From an optimization exercise on the open Yosys and OpenROAD flow, aimed at small area; shortcuts taken in it are not production practice.
Function was checked by simulation only, so behaviour that the tests miss may differ from the original.
Power is estimated from default activity; no workload was simulated.

01-04:
==> flow/design.v <==
module lcd16x2_ctrl #(
    parameter integer CLK_PERIOD_NS = 20   
)(
    input  logic        clk,
    input  logic        rst,
    output logic        lcd_e,
    output logic        lcd_rs,
    output logic        lcd_rw,
    output logic [7:4]  lcd_db,
    input  logic [127:0] line1_buffer,
    input  logic [127:0] line2_buffer
);
    logic [17:0] s;      
    logic        bus;    
    logic        lo;     
    logic        line, wr;
    logic [3:0]  ptr;
    wire is_pre  = ~wr & ~ptr[3] &  ptr[2] &  ptr[1];
    wire is_cfg5 = ~wr & ~ptr[3] &  ptr[2] & ~ptr[1] &  ptr[0];
    wire is_cfg4 = ~wr & ~ptr[3] &  ptr[2] & ~ptr[1] & ~ptr[0];
    wire is_cfg0 = ~wr & ~ptr[3] & ~ptr[2] & ~ptr[1] & ~ptr[0];
    wire d_nib     = (s[1] & s[17]);
    wire d_52      = (s[0] & s[7] & s[17]);
    wire d_2002    = (s[0] & s[1] & ~s[2] & s[3] & s[4] & s[5] & ~s[7] & s[10] & ~s[14]);
    wire d_205002  = (~s[0] & ~s[1] & ~s[2] & s[3] & s[4] & s[5] & s[6] & s[7] & s[8] & ~s[9] & s[10] & ~s[11] & ~s[12] & ~s[13] & s[14] & ~s[15] & s[16] & s[17]);
    wire d_2004    = (~s[0] & s[1] & s[2] & s[3] & ~s[4] & s[6] & ~s[10] & ~s[11] & ~s[16]);
    wire d_5004    = (~s[0] & ~s[3] & ~s[4] & s[6] & ~s[7] & s[8] & s[9] & s[11] & s[12] & s[14] & s[15] & s[17]);
    wire d_82004   = (~s[0] & s[1] & s[2] & ~s[3] & s[4] & s[5] & s[6] & ~s[7] & s[8] & ~s[11] & ~s[13] & ~s[14] & s[15] & s[16] & ~s[17]);
    wire d_2       = (s[0]);
    logic term;
    always_comb begin
        if (bus)            term = d_nib;
        else if (!lo) begin
            if (is_cfg5)      term = d_205002;
            else if (is_cfg4) term = d_2002;
            else              term = d_52;
        end else begin
            if (is_pre)       term = d_2;
            else if (is_cfg5) term = d_5004;
            else if (is_cfg0) term = d_82004;
            else              term = d_2004;
        end
    end
    always_ff @(posedge clk) begin
        if (rst) begin
            s    <= 18'd0;
            bus  <= 1'b0;
            lo   <= 1'b1;
            line <= 1'b0;
            wr   <= 1'b0;
            ptr  <= 4'd6;
        end else if (term) begin
            s   <= 18'd0;
            bus <= ~bus;
            if (!bus) lo <= ~lo;
            if (!bus && lo) begin
                if (!wr && ptr == 4'hF) begin
                    wr <= 1'b1;
                end else begin
                    ptr <= ptr - 4'd1;
                    if (ptr == 4'd0) begin
                        wr   <= 1'b0;
                        line <= line ^ wr;
                    end
                end
            end
        end else begin
            s <= {s[16:0], ~(s[17] ^ s[10])};
        end
    end
    logic [3:0] ch_nib, cmd_nib;
    logic [7:0] byte_sel;
    assign byte_sel = line ? line2_buffer[ptr*8 +: 8] : line1_buffer[ptr*8 +: 8];
    assign ch_nib = lo ? byte_sel[3:0] : byte_sel[7:4];
    always_comb begin
        case (ptr)
            4'd5:    cmd_nib = lo ? 4'h3 : 4'h3;
            4'd4:    cmd_nib = lo ? 4'h2 : 4'h3;
            4'd3:    cmd_nib = lo ? 4'h8 : 4'h2;
            4'd2:    cmd_nib = lo ? 4'h6 : 4'h0;
            4'd1:    cmd_nib = lo ? 4'hC : 4'h0;
            4'd0:    cmd_nib = lo ? 4'h1 : 4'h0;
            default: cmd_nib = lo ? 4'h0 : {1'b1, line, 2'b00};
        endcase
    end
    assign lcd_rw = 1'b0;
    assign lcd_e  = bus & ((s[3] & ~s[5]) | (s[3] & s[5]) | (~s[3] & s[5]));
    assign lcd_rs = bus & wr;
    assign lcd_db = bus ? (wr ? ch_nib : cmd_nib) : 4'b0000;
endmodule
==> flow/config.mk <==
export PLATFORM = sky130hd
export DESIGN_NAME = lcd16x2_ctrl
export DESIGN_NICKNAME = lcd16x2_ctrl
export VERILOG_FILES = /design/flow/design.v
export SDC_FILE = /design/flow/constraint.sdc
export NUM_CORES = 4
export LEC_CHECK = 0
export CAP_MARGIN = 20
export CORE_MARGIN = 2
export CORE_UTILIZATION = 40
export SLEW_MARGIN = 20
export BUFFER_PORTS_ARGS = -buffer_cell sky130_fd_sc_hd__buf_1
==> flow/constraint.sdc <==
create_clock -name core_clock -period 20.0 [get_ports {clk}]
set_input_delay 4.0000 -clock core_clock [delete_from_list [all_inputs] [get_ports {clk}]]
set_output_delay 4.0000 -clock core_clock [all_outputs]
set_load 0.01 [all_outputs]
standard.sh (not shown) runs the stock make flow with config.mk's settings and CLKGATE_MAP_FILE= SYNTH_SCRIPT=/design/flow/synth_recipe.tcl, a recipe that flattens the netlist after the stock synthesis.
==> flow/flow/run.sh <==
#!/bin/bash
set -o pipefail
cp standard.sh standard_sh_copy.txt
echo 'export BUFFER_PORTS_ARGS = -buffer_cell sky130_fd_sc_hd__buf_1' >> config.mk
bash standard.sh > standard.log 2>&1
01-04 reached the end of the flow, and the finished layout is clean on the timing, design-rule and antenna checks.
Input-level comparison between 07-08 and 01-04:
Settings: a deleted BUFFER_PORTS_ARGS that had been -buffer_cell sky130_fd_sc_hd__buf_1.
==> flow/run.sh (new file) <==
#!/bin/bash
# synth_recipe.tcl (not shown) runs the flow's synth.tcl, then flattens the netlist and writes it again
# the make line also repeats each setting of config.mk as NAME=value (left out here)
make -C /OpenROAD-flow-scripts/flow DESIGN_CONFIG=/design/flow/config.mk WORK_HOME=/design/flow/orfs CLKGATE_MAP_FILE= SYNTH_SCRIPT=/design/flow/synth_recipe.tcl finish
removed: flow/flow/run.sh
removed: flow/standard.sh
--- outcome ---
Relative to 01-04, the number of DRC violations after detailed-routing iteration 0 of 07-08 is lower by about 9%. Relative to 01-04, final critical-path share of the clock period has increased by 3.3 points in 07-08. Of 07-08 and 01-04, the run reporting the higher relative area change from synthesis to final layout was 07-08. Delta (07-08 minus 01-04): measured slew at the worst slew-check pin shows a reduction of 0.076 ns; routed wire length moved up; die area has remained practically unchanged.

* * *

== run 1 ==
lcd16x2_ctrl, a different RTL version from the one above (not shown whole).
Size: ~360 cells after synthesis, ~270 I/O pins, ~2400 um^2 of cells after synthesis.
==> flow/config.mk <==
export PLATFORM = sky130hd
export DESIGN_NAME = lcd16x2_ctrl
export DESIGN_NICKNAME = lcd16x2_ctrl
export VERILOG_FILES = /design/flow/design.v
export SDC_FILE = /design/flow/constraint.sdc
export NUM_CORES = 4
export LEC_CHECK = 0
export CAP_MARGIN = 20
export CORE_MARGIN = 2
export CORE_UTILIZATION = 40
export SLEW_MARGIN = 20
export BUFFER_PORTS_ARGS = -buffer_cell sky130_fd_sc_hd__buf_1
export CTS_ARGS = -sink_clustering_enable -repair_clock_nets -dont_use_dummy_load
==> flow/constraint.sdc <==
create_clock -name core_clock -period 20.0 [get_ports {clk}]
set_input_delay 4.0000 -clock core_clock [delete_from_list [all_inputs] [get_ports {clk}]]
set_output_delay 4.0000 -clock core_clock [all_outputs]
set_load 0.01 [all_outputs]
==> flow/flow/run.sh <==
#!/bin/bash
# Layout flow: the standard ORFS flow (standard.sh) with these changes:
#  - synthesis keeps the character-mux module (lcd16x2_ctrl_nib) apart until
#    mapping and maps it with an ABC script that keeps its gate structure
#    (abc_nib.script); the rest is mapped with an area script (abc_ctl.script).
#    Otherwise it is the standard flow's synthesis script (own_synth.tcl), flattened and
#    renamed as synth_recipe.tcl does;
#  - the port buffers are the smallest buffer cell (buf_1);
#  - clock tree: CTS_ARGS below.
# The standard synthesis is also run (in orfs_std/) and its registers are
# compared with ours: same instance names and cell types, or the flow stops.
set -euo pipefail
W=$(pwd)
F=$W/flow
R=orfs/results/$FLOW_PLATFORM/lcd16x2_ctrl/base
echo 'export BUFFER_PORTS_ARGS = -buffer_cell sky130_fd_sc_hd__buf_1' >> config.mk
if [[ -f $F/cts_args.txt ]]; then echo "export CTS_ARGS = $(cat $F/cts_args.txt)" >> config.mk; fi

mk=$(grep '^make ' standard.sh)
own=$(echo "$mk" | sed -e "s#SYNTH_SCRIPT=[^ ]*#SYNTH_SCRIPT=$F/own_synth.tcl SYNTH_HIERARCHICAL=1#" -e 's#"${@:-finish}"#synth#')
std=$(echo "$mk" | sed -e "s#WORK_HOME=[^ ]*#WORK_HOME=$W/orfs_std#" -e 's#"${@:-finish}"#synth#')

# standard synthesis, for its register list
eval "$std" > std_synth.log 2>&1
# own synthesis, into the work folder the rest of the flow uses
export OWN_ABC_CTL=$F/abc_ctl.script OWN_ABC_NIB=$F/abc_nib.script
eval "$own" > own_synth.log 2>&1

regs() { grep -oE '^ *sky130_fd_sc_hd__(df|edf|sdf|dl)[a-z0-9_]+ +[^ ]+' "$1" | awk '{print $1, $2}' | sort; }
regs orfs_std/results/$FLOW_PLATFORM/lcd16x2_ctrl/base/1_2_yosys.v > regs_std.txt
regs $R/1_2_yosys.v > regs_own.txt
if ! cmp -s regs_std.txt regs_own.txt; then
  echo "register mismatch between standard and own synthesis" >&2
  diff regs_std.txt regs_own.txt >&2 || true
  exit 1
fi
echo "registers match: $(wc -l < regs_own.txt)"

bash standard.sh > standard.log 2>&1
==> flow/flow/cts_args.txt <==
-sink_clustering_enable -repair_clock_nets -dont_use_dummy_load
Other scripts of this flow, unchanged in this note and not shown: flow/flow/abc_ctl.script, flow/flow/abc_nib.script, flow/flow/own_synth.tcl
Inputs modified between run 1 and run 2:
- CTS_ARGS changed from -sink_clustering_enable -repair_clock_nets -dont_use_dummy_load to -sink_clustering_enable -repair_clock_nets -dont_use_dummy_load -buf_list {sky130_fd_sc_hd__clkbuf_4 sky130_fd_sc_hd__clkbuf_8} -root_buf sky130_fd_sc_hd__clkbuf_8
==> flow/flow/cts_args.txt <==
-sink_clustering_enable -repair_clock_nets -dont_use_dummy_load -buf_list {sky130_fd_sc_hd__clkbuf_4 sky130_fd_sc_hd__clkbuf_8} -root_buf sky130_fd_sc_hd__clkbuf_8
Notes after the runs:
Run 2 reached the final stage; the timing, design-rule and antenna checks on its layout passed. Status: detailed-route wire length parity (run 2, run 1). Run 2 -> run 1: synthesized instance count delta 0, exact match. Diff run 1..run 2 | flip-flop and latch count | unchanged. Run 2 -> run 1: via count of the first global-routing pass delta 0, exact match. Accumulated negative setup slack: run 2 vs run 1 identical. Placeable core region delta (run 2 -> run 1): insignificant. Diff run 1..run 2 | total chip power | unchanged. From run 2 to run 1, global routing met2 resource utilization did not move at all. Sequential power essentially unchanged between run 2 and run 1. On area after synthesis, run 1 tracks run 2 almost exactly.

## separate check: timing with driven ports
In the flow no input, the clock included, has a driving cell. The finished layouts below were timed again as built, in two steps. Step 1 (the two cells are an assumption about what drives the block):
set clk [get_ports {clk}]
set_driving_cell -lib_cell sky130_fd_sc_hd__clkbuf_16 $clk
set_driving_cell -lib_cell sky130_fd_sc_hd__buf_2 [delete_from_list [all_inputs] $clk]
Step 2 times the ports against the registers' clock, not the clock port: input delays grow and output delays shrink by t, the midpoint of the rising clock arrivals with the driver on. a / b / c = ideal ports / drivers / drivers and shift; a / b = the first two.
run	t, ns	slack for setup (ns)	worst register clock-pin slew, ns	pins driven straight from the clock port
01-04	0.299	10.394 / 10.361 / 10.361	0.09 / 0.09	1
07-08	0.293	9.734 / 9.711 / 9.711	0.09 / 0.09	1
run 1	0.294	10.104 / 10.075 / 10.075	0.09 / 0.09	1
run 2	0.294	10.104 / 10.075 / 10.075	0.09 / 0.09	1
After both steps setup and hold are still met in every run listed. The setup slack of 01-04, which loses most, moves by -0.033 ns with the drivers and by -0.033 ns with both steps.
